What follows belongs to an exercise in optimizing a design on an open flow for small area and a short achievable clock period; a production flow would make more cautious choices.
The RTL was checked by simulation tests, not by an equivalence proof against the original design.
Power is estimated from default activity; no workload was simulated.

try-nickel:
## reduce_prime2r
module reduce_prime2r(
    input               clk,rst_n,
    input [69:0]        c,
    output reg [24:0]   res
    );
Settings: LEC_CHECK=0, CAP_MARGIN=20, CORE_MARGIN=2, CORE_UTILIZATION=40, CTS_BUF_LIST=sky130_fd_sc_hd__clkbuf_4 sky130_fd_sc_hd__clkbuf_8, SETUP_SLACK_MARGIN=2.8, SLEW_MARGIN=20; clock period 5.3 ns.
standard.sh (not shown) runs the stock make flow with config.mk's settings and CLKGATE_MAP_FILE= SYNTH_SCRIPT=/design/flow/synth_recipe.tcl, a recipe that flattens the netlist after the stock synthesis.
==> flow/flow/run.sh <==
#!/bin/bash
set -euo pipefail
export BUFFER_PORTS_ARGS="-buffer_cell sky130_fd_sc_hd__buf_1"
bash standard.sh > standard_flow.log 2>&1
Inputs modified between try-nickel and try-ember:
- ABC_AREA now 1, previously not set
==> comparison <==
try-ember | status: complete | timing, DRC, antenna: pass
try-ember vs try-nickel: slew at the pin closest to its max-slew limit down
In terms of data arrival time of the critical path, try-ember and try-nickel differ only marginally.
A critical path startpoint of c[7] is what try-nickel shows, while c[24] belongs to try-ember.
Number of standard cells in the layout, taps in and fillers out: try-ember > try-nickel
| wire length | try-ember vs try-nickel | 1400 um higher |
Sequential fraction of total cell area: higher on try-nickel
| total stage count of the critical path | higher: try-nickel |
Comparing try-ember and try-nickel, the lower part of the cycle the worst path needs was measured on try-ember.
Per the comparison of try-ember with try-nickel, clock group share of total power increased by 0.7 points relative to the old numbers; minimum clock period shows a reduction of 8.3 ps.
try-ember: clock distribution area overhead in the final layout 0.21 points above try-nickel
Of try-ember and try-nickel, it is try-ember that has the higher instance count along the most critical hold path.
The inputs of try-zinc differ from those of try-ember as listed below.
- removing CTS_BUF_LIST (formerly sky130_fd_sc_hd__clkbuf_4 sky130_fd_sc_hd__clkbuf_8)
- removing SETUP_SLACK_MARGIN (formerly 2.8)
- removing ABC_AREA (formerly 1)
[summary]
Per the comparison of try-zinc with try-ember, first-iteration DRC count went down; core utilization went up. Of try-ember and try-zinc, the run reporting the higher fraction of synthesized cell area in xor and xnor cells was try-zinc. The lower non-clock inverter count in the final layout came out of try-zinc. Looking at multi-input gate area in the final layout across try-ember and try-zinc, the one that comes out higher is try-ember. Looking at area added between synthesis and finish, try-zinc sits 1.1 points lower than try-ember does. Synthesized area (higher): try-ember. Taking try-ember as the reference, in try-zinc wire length of the first global-routing pass has decreased, finished layout cell area has decreased, path length in cells of the critical path has increased, count of buffer and inverter cells on the critical path has increased.
For try-indigo, these inputs were changed with respect to try-zinc:
- an added SETUP_SLACK_MARGIN of 2.8
==> summary.txt <==
Register-to-register slack, try-indigo and try-zinc: lower on try-zinc
Global-route met1 utilization was higher in the run labelled try-indigo.
Part of the power in combinational logic: try-indigo and try-zinc compared, higher one is try-indigo

========
reduce_prime2r, a different RTL version from the one above (not shown whole).
Size in the first run: ~420 cells after synthesis, about 79 flip-flops, ~97 I/O pins, ~0.0049 mm² of cells after synthesis.
export LEC_CHECK = 0
export CAP_MARGIN = 20
export CORE_MARGIN = 2
export CORE_UTILIZATION = 60
export CTS_BUF_LIST = sky130_fd_sc_hd__clkbuf_4 sky130_fd_sc_hd__clkbuf_8
export GPL_ROUTABILITY_DRIVEN = 0
export PLACE_DENSITY = 0.75
export SETUP_SLACK_MARGIN = 2.7
export SLEW_MARGIN = 20
export SYNTH_HIERARCHICAL = 1
create_clock -name core_clock -period 5.3 [get_ports {clk}]
Scripts as last shown in full above: flow/flow/run.sh
The starting point passed the timing, DRC and antenna checks.
==> next run, changes <==
--- a/flow/config.mk
+++ b/flow/config.mk
@@ -11,5 +11,4 @@
 export CTS_BUF_LIST = sky130_fd_sc_hd__clkbuf_4 sky130_fd_sc_hd__clkbuf_8
-export GPL_ROUTABILITY_DRIVEN = 0
 export PLACE_DENSITY = 0.75
-export SETUP_SLACK_MARGIN = 2.7
+export SETUP_SLACK_MARGIN = 2.5
 export SLEW_MARGIN = 20
=> Utilization went down by 1.2 points; via count barely changes; area after synthesis stays the same.
==> next run, changes <==
--- a/flow/config.mk
+++ b/flow/config.mk
@@ -12,3 +12,3 @@
 export PLACE_DENSITY = 0.75
-export SETUP_SLACK_MARGIN = 2.5
+export SETUP_SLACK_MARGIN = 2.7
 export SLEW_MARGIN = 20
After rerunning: Synthesized area is unchanged. Clock power goes up by about 9%. Register-to-register slack is better by 130 ps. Hold slack improved by 17 ps. Synthesized cell count is unchanged. Flip-flop and latch count does not change. Design area grows by 1.3%. Combinational power is about the same. Fmax went up by about 5%. Die area does not change. Power rose by 2.2%.
==> next run, changes <==
--- a/flow/config.mk
+++ b/flow/config.mk
@@ -12,3 +12,2 @@
 export PLACE_DENSITY = 0.75
-export SETUP_SLACK_MARGIN = 2.7
 export SLEW_MARGIN = 20
Design area falls by 1.7%.
Combinational power is about the same.
Core utilization drops by 1.2 points.
Clock-buffer cell count shrinks by 2.
Die area is unchanged.
Worst setup slack is worse by 240 ps.

========
## maple
reduce_prime2r, a different RTL version from the one above (not shown whole).
Design reduce_prime2r, start of the top module:
module reduce_prime2r(
    input               clk,rst_n,
    input [69:0]        c,
    output reg [24:0]   res
    );
==> flow/config.mk <==
export PLATFORM = sky130hd
export DESIGN_NAME = reduce_prime2r
export DESIGN_NICKNAME = reduce_prime2r
export VERILOG_FILES = /design/flow/design.v
export SDC_FILE = /design/flow/constraint.sdc
export NUM_CORES = 4
export LEC_CHECK = 0
export CAP_MARGIN = 20
export CORE_MARGIN = 2
export CORE_UTILIZATION = 60
export CTS_BUF_LIST = sky130_fd_sc_hd__clkbuf_4 sky130_fd_sc_hd__clkbuf_8
export PLACE_DENSITY = 0.75
export SETUP_SLACK_MARGIN = 2.8
export SLEW_MARGIN = 20
export SYNTH_HIERARCHICAL = 1
==> flow/constraint.sdc <==
create_clock -name core_clock -period 5.3 [get_ports {clk}]
set_input_delay 1.0600 -clock core_clock [delete_from_list [all_inputs] [get_ports {clk}]]
set_output_delay 1.0600 -clock core_clock [all_outputs]
set_load 0.01 [all_outputs]
Scripts as last shown in full above: flow/flow/run.sh
The inputs of quartz differ from those of maple as listed below.
-- flow/config.mk --
<<< maple, line 8
>>> quartz, line 8
export ABC_CLOCK_PERIOD_IN_PS = 1200
### Flow results
Comparing quartz against maple, there is no change at all in post-layout instance count excluding filler cells. Looking at maple and quartz, the part of the power in combinational logic is a wash. From maple to quartz, total non-filler cell area in the finished layout did not move at all. Diff maple..quartz | signed area change from the synthesized netlist to the final layout | negligible. Delta (quartz minus maple): count of final setup violators held steady, net count reported at finish held steady. Diff maple -> quartz: non-clock buffer count flat; starting utilization of the core area held. Routing usage on met3 delta (quartz -> maple): insignificant. Comparing quartz against maple, there is no change at all in post-synthesis cell count.
For juniper, these inputs were changed with respect to quartz:
-- flow/config.mk --
<<< quartz, line 8
export ABC_CLOCK_PERIOD_IN_PS = 1200
>>> juniper, line 8
<<< quartz, line 14
export SETUP_SLACK_MARGIN = 2.8
>>> juniper, line 13
export SETUP_SLACK_MARGIN = 2.9
## What came out
Status | juniper and quartz | clean
Changes observed in juniper relative to quartz: met3 wire length climbed about 40%, minimum clock period after layout climbed 0.025 ns, number of library cell types mapped by synthesis held, met1 demand-to-capacity share in global routing climbed 2.1 points, final area higher.
Diff quartz -> juniper | total detailed-routing wirelength | up by more than 10%
Of juniper and quartz, quartz shows the lower global routing met2 resource utilization, with juniper above it.
Sort juniper and quartz by sequential portion of the cell area, descending, and quartz comes first.
The following lists how tundra was set up differently from juniper:
-- flow/config.mk --
<<< juniper, line 8
>>> tundra, line 8
export ABC_CLOCK_PERIOD_IN_PS = 2000
<<< juniper, line 13
export SETUP_SLACK_MARGIN = 2.9
>>> tundra, line 14
export SETUP_SLACK_MARGIN = 2.8
Taking juniper over tundra, the total number of vias ratio works out to 1.06.
[tundra vs juniper] worst hold slack across all endpoints: higher in tundra
tundra: power is about 5.6% lower than what juniper reported.
Diff tundra..juniper | hold-fix buffer count after cts | unchanged
Comparing juniper and tundra, setup slack after layout is higher on tundra.
tundra vs juniper, instance count: tundra lower
Modified inputs, pepper compared to tundra
-- flow/config.mk --
<<< tundra, line 8
export ABC_CLOCK_PERIOD_IN_PS = 2000
>>> pepper, line 8
<<< tundra, line 14
export SETUP_SLACK_MARGIN = 2.8
>>> pepper, line 13
export SETUP_SLACK_MARGIN = 2.6
Results
Every run (pepper and tundra) finished clean. Going from tundra to pepper, switching power total moved down; count of buffers added by post-CTS timing repair for setup lost 4; HPWL after detailed placement decreased about 1.9%. Summary of pepper over tundra: arrival time of the worst setup path picked up an extra 0.10 ns; fraction of power consumed by the clock network picked up an extra 1.9 points; fmax lost about 6%. The lower relative area of clock buffers and inverters in the final design came out of tundra. Cell area ended up 270 um2 lower on pepper than on tundra. pepper drops fewer vias than tundra. Total power: pepper below tundra.

========
Setup of run 1:
RTL: one of the versions met above, not the one the previous note started from.
Size: ~79 flip-flops, roughly 97 I/O pins, roughly 4900 um2 of cells after synthesis.
==> flow/config.mk <==
export PLATFORM = sky130hd
export DESIGN_NAME = reduce_prime2r
export DESIGN_NICKNAME = reduce_prime2r
export VERILOG_FILES = /design/flow/design.v
export SDC_FILE = /design/flow/constraint.sdc
export NUM_CORES = 4
export LEC_CHECK = 0
export CAP_MARGIN = 20
export CORE_MARGIN = 2
export CORE_UTILIZATION = 60
export CTS_BUF_LIST = sky130_fd_sc_hd__clkbuf_4 sky130_fd_sc_hd__clkbuf_8
export PLACE_DENSITY = 0.75
export SETUP_SLACK_MARGIN = 2.7
export SLEW_MARGIN = 20
export SYNTH_HIERARCHICAL = 1
export TNS_END_PERCENT = 30
==> flow/constraint.sdc <==
create_clock -name core_clock -period 5.3 [get_ports {clk}]
set_input_delay 1.0600 -clock core_clock [delete_from_list [all_inputs] [get_ports {clk}]]
set_output_delay 1.0600 -clock core_clock [all_outputs]
set_load 0.01 [all_outputs]
Scripts as last shown in full above: flow/flow/run.sh
Edits applied to the flow inputs when going from run 1 to run 2:
# run 1
export LEC_CHECK = 0
export CAP_MARGIN = 20
export CORE_MARGIN = 2
export CORE_UTILIZATION = 60
export CTS_BUF_LIST = sky130_fd_sc_hd__clkbuf_4 sky130_fd_sc_hd__clkbuf_8
export PLACE_DENSITY = 0.75
export SETUP_SLACK_MARGIN = 2.7
export SLEW_MARGIN = 20
export SYNTH_HIERARCHICAL = 1
export TNS_END_PERCENT = 30
create_clock -name core_clock -period 5.3 [get_ports {clk}]
# run 2
export LEC_CHECK = 0
export CAP_MARGIN = 20
export CORE_MARGIN = 2
export CORE_UTILIZATION = 60
export CTS_BUF_LIST = sky130_fd_sc_hd__clkbuf_4 sky130_fd_sc_hd__clkbuf_8
export PLACE_DENSITY = 0.75
export SETUP_SLACK_MARGIN = 2.75
export SLEW_MARGIN = 20
export SYNTH_HIERARCHICAL = 1
create_clock -name core_clock -period 5.3 [get_ports {clk}]
==> summary.txt <==
Looking at number of clock-tree buffers in the layout across run 1 and run 2, the one that comes out lower is run 1. Looking at most frequent standard cell in the layout excluding fill and tap cells, the buf_1 result is from run 1; the fa_1 one comes from run 2. On sequential share of power, the lower figure sits with run 2, not run 1. Re layout-stage area growth over the synthesis result: run 2 is 2.4 points up on run 1. Wire: run 2 routes more than run 1. Between run 2 and run 1, it is run 2 whose part of the power in the clock network is lower, by 0.2 points. Relative to run 1, period utilization decreased by 2.5 points in run 2. The run showing the greater setup slack is run 2.
Edits applied to the flow inputs when going from run 2 to run 3:
# run 2
export LEC_CHECK = 0
export CAP_MARGIN = 20
export CORE_MARGIN = 2
export CORE_UTILIZATION = 60
export CTS_BUF_LIST = sky130_fd_sc_hd__clkbuf_4 sky130_fd_sc_hd__clkbuf_8
export PLACE_DENSITY = 0.75
export SETUP_SLACK_MARGIN = 2.75
export SLEW_MARGIN = 20
export SYNTH_HIERARCHICAL = 1
create_clock -name core_clock -period 5.3 [get_ports {clk}]
# run 3
export LEC_CHECK = 0
export CAP_MARGIN = 20
export CORE_MARGIN = 2
export CORE_UTILIZATION = 60
export CTS_BUF_LIST = sky130_fd_sc_hd__clkbuf_2 sky130_fd_sc_hd__clkbuf_4 sky130_fd_sc_hd__clkbuf_8
export PLACE_DENSITY = 0.75
export SETUP_SLACK_MARGIN = 2.7
export SLEW_MARGIN = 20
export SYNTH_HIERARCHICAL = 1
create_clock -name core_clock -period 5.3 [get_ports {clk}]
==> summary.txt <==
[compare] base=run 2 new=run 3: global-route wire length before repair up 56 um, non-clock buffer count shows a reduction of 2.0%, count of clock-net buffers in the final layout up 2.
In the reports for run 3 and run 2, the smaller fmax belongs to run 3.
Cell area (lower): run 3
[run 3] layout cell share with drive strength beyond 1 fell 3.7 points relative to run 2
Re fraction of area in registers: run 3 and run 2 aren't equal, and the higher value belongs to run 3.
Of run 3 and run 2, the lower worst setup slack after placement belongs to run 2.
Length of routed met2 wiring: run 3 < run 2

========
== build 15 ==
Another version of the RTL of reduce_prime2r (not shown whole).
Size: ~460 cells after synthesis, ~81 flip-flops, about 97 I/O pins, roughly 0.0052 mm2 of cells after synthesis.
clock: 5.3 ns
lec_check: 0
cap_margin: 20
core_margin: 2
core_utilization: 60
cts_buf_list: sky130_fd_sc_hd__clkbuf_4 sky130_fd_sc_hd__clkbuf_8
place_density: 0.75
setup_slack_margin: 2.6
slew_margin: 20
synth_hierarchical: 1
Scripts as last shown in full above: flow/flow/run.sh
Build 15 went all the way through synthesis, placement and routing and the layout is clean on timing, DRC and antenna.
Inputs modified between build 15 and build 35:
# build 15
export LEC_CHECK = 0
export CAP_MARGIN = 20
export CORE_MARGIN = 2
export CORE_UTILIZATION = 60
export CTS_BUF_LIST = sky130_fd_sc_hd__clkbuf_4 sky130_fd_sc_hd__clkbuf_8
export PLACE_DENSITY = 0.75
export SETUP_SLACK_MARGIN = 2.6
export SLEW_MARGIN = 20
export SYNTH_HIERARCHICAL = 1
create_clock -name core_clock -period 5.3 [get_ports {clk}]
# build 35
export LEC_CHECK = 0
export CAP_MARGIN = 20
export CORE_MARGIN = 2
export CORE_UTILIZATION = 60
export CTS_BUF_LIST = sky130_fd_sc_hd__clkbuf_4 sky130_fd_sc_hd__clkbuf_8
export PLACE_DENSITY = 0.75
export SETUP_SLACK_MARGIN = 2.8
export SLEW_MARGIN = 20
export SYNTH_HIERARCHICAL = 1
create_clock -name core_clock -period 5.3 [get_ports {clk}]
==> summary.txt <==
Re TritonCTS buffer count: no difference whatsoever between build 15 and build 35. Looking at number of buffers outside the clock class in the layout, build 35 sits 6 above build 15. | synthesized cell area | build 15 vs build 35 | ≈ equal |. Diff build 15..build 35 | total of flip-flops plus latches after synthesis | unchanged. Build 15 reports its worst setup path startpoint as c[44] while build 35 reports c[32].
--- input diff build 35..build 74 ---
# build 35
export LEC_CHECK = 0
export CAP_MARGIN = 20
export CORE_MARGIN = 2
export CORE_UTILIZATION = 60
export CTS_BUF_LIST = sky130_fd_sc_hd__clkbuf_4 sky130_fd_sc_hd__clkbuf_8
export PLACE_DENSITY = 0.75
export SETUP_SLACK_MARGIN = 2.8
export SLEW_MARGIN = 20
export SYNTH_HIERARCHICAL = 1
create_clock -name core_clock -period 5.3 [get_ports {clk}]
# build 74
export LEC_CHECK = 0
export CAP_MARGIN = 20
export CORE_MARGIN = 2
export CORE_UTILIZATION = 60
export CTS_BUF_LIST = sky130_fd_sc_hd__clkbuf_4 sky130_fd_sc_hd__clkbuf_8
export PLACE_DENSITY = 0.75
export SETUP_SLACK_MARGIN = 2.4
export SLEW_MARGIN = 20
export SYNTH_HIERARCHICAL = 1
create_clock -name core_clock -period 5.3 [get_ports {clk}]
==> comparison <==
- Diff build 35 -> build 74 | detailed-placement wirelength estimate | down slightly
- The run showing the greater via count of the first global-routing pass is build 74.
- In the metrics for build 74 and build 35, the one carrying the higher post-route clock period utilization is build 74.
- Per the comparison of build 74 with build 35, number of clock buffers in the layout climbed 2, routed wire length -3.4%, weighted congestion at the end of routability-driven global placement climbed 0.0053, global-route usage went down.
- Sequential share of layout area | build 74 above build 35
Input changes introduced in build 96 (baseline for comparison: build 74):
# build 74
export LEC_CHECK = 0
export CAP_MARGIN = 20
export CORE_MARGIN = 2
export CORE_UTILIZATION = 60
export CTS_BUF_LIST = sky130_fd_sc_hd__clkbuf_4 sky130_fd_sc_hd__clkbuf_8
export PLACE_DENSITY = 0.75
export SETUP_SLACK_MARGIN = 2.4
export SLEW_MARGIN = 20
export SYNTH_HIERARCHICAL = 1
create_clock -name core_clock -period 5.3 [get_ports {clk}]
# build 96
export LEC_CHECK = 0
export CAP_MARGIN = 0
export CORE_MARGIN = 2
export CORE_UTILIZATION = 60
export CTS_BUF_LIST = sky130_fd_sc_hd__clkbuf_4 sky130_fd_sc_hd__clkbuf_8
export PLACE_DENSITY = 0.75
export SETUP_SLACK_MARGIN = 2.8
export SLEW_MARGIN = 0
export SYNTH_HIERARCHICAL = 1
create_clock -name core_clock -period 5.3 [get_ports {clk}]
Results
Build 96 was carried through to the last stage, and its layout satisfied the timing, DRC and antenna checks.
Floorplan die area essentially unchanged between build 96 and build 74.
Count of clock-buffer cells in the layout (build 96 over build 74): decrease, 2
Diff build 74 -> build 96: number of standard cells in the layout, taps in and fillers out went up, routed length on met2 picked up an extra about 4%.
Taking build 74 as the reference, in build 96 final period utilization moved down, critical path's largest stage delay level, worst setup slack moved up, final number of hold-violating endpoints level.

## separate check: timing with driven ports
Ports are ideal in the flow. The routed layouts listed here were re-timed in OpenROAD.
Step 1: set_driving_cell puts a clkbuf_16 on clk and a buf_2 on each other input, an assumption about the parent block.
Step 2 adds t to the input delays and takes it off the output delays; t is the mean of the earliest and latest rising clock arrival at the registers after step 1. Input paths then give back, and output paths get back, about the clock's delay inside the block.
Three values: no drivers, after step 1, after step 2; two values: the first two.
run | t (ns) | setup WS [ns] | worst data-port slew with drivers (ns)
try-nickel | 0.398 | 2.793 / 2.782 / 2.384 | 0.07
try-ember | 0.398 | 2.802 / 2.802 / 2.404 | 0.06
try-zinc | 0.372 | 2.549 / 2.567 / 2.194 | 0.04
try-indigo | 0.374 | 2.778 / 2.773 / 2.399 | 0.07
the first run of note 2 | 0.386 | 2.721 / 2.729 / 2.343 | 0.04
the second run of note 2 | 0.377 | 2.591 / 2.603 / 2.226 | 0.04
the third run of note 2 | 0.384 | 2.724 / 2.727 / 2.343 | 0.04
the fourth run of note 2 | 0.379 | 2.486 / 2.496 / 2.117 | 0.04
maple | 0.370 | 2.796 / 2.801 / 2.430 | 0.05
quartz | 0.370 | 2.796 / 2.801 / 2.430 | 0.05
juniper | 0.371 | 2.772 / 2.747 / 2.376 | 0.07
tundra | 0.370 | 2.796 / 2.801 / 2.430 | 0.05
pepper | 0.374 | 2.642 / 2.650 / 2.275 | 0.04
run 1 | 0.373 | 2.625 / 2.632 / 2.259 | 0.05
run 2 | 0.397 | 2.757 / 2.764 / 2.367 | 0.04
run 3 | 0.384 | 2.724 / 2.727 / 2.343 | 0.04
build 15 | 0.386 | 2.667 / 2.680 / 2.294 | 0.04
build 35 | 0.378 | 2.783 / 2.791 / 2.413 | 0.05
build 74 | 0.385 | 2.665 / 2.678 / 2.293 | 0.04
build 96 | 0.378 | 2.783 / 2.791 / 2.413 | 0.05
After both steps setup and hold are still met in every run listed. For try-nickel, which loses most, drivers alone change the setup slack by -0.011 ns; drivers and shift together by -0.409 ns.
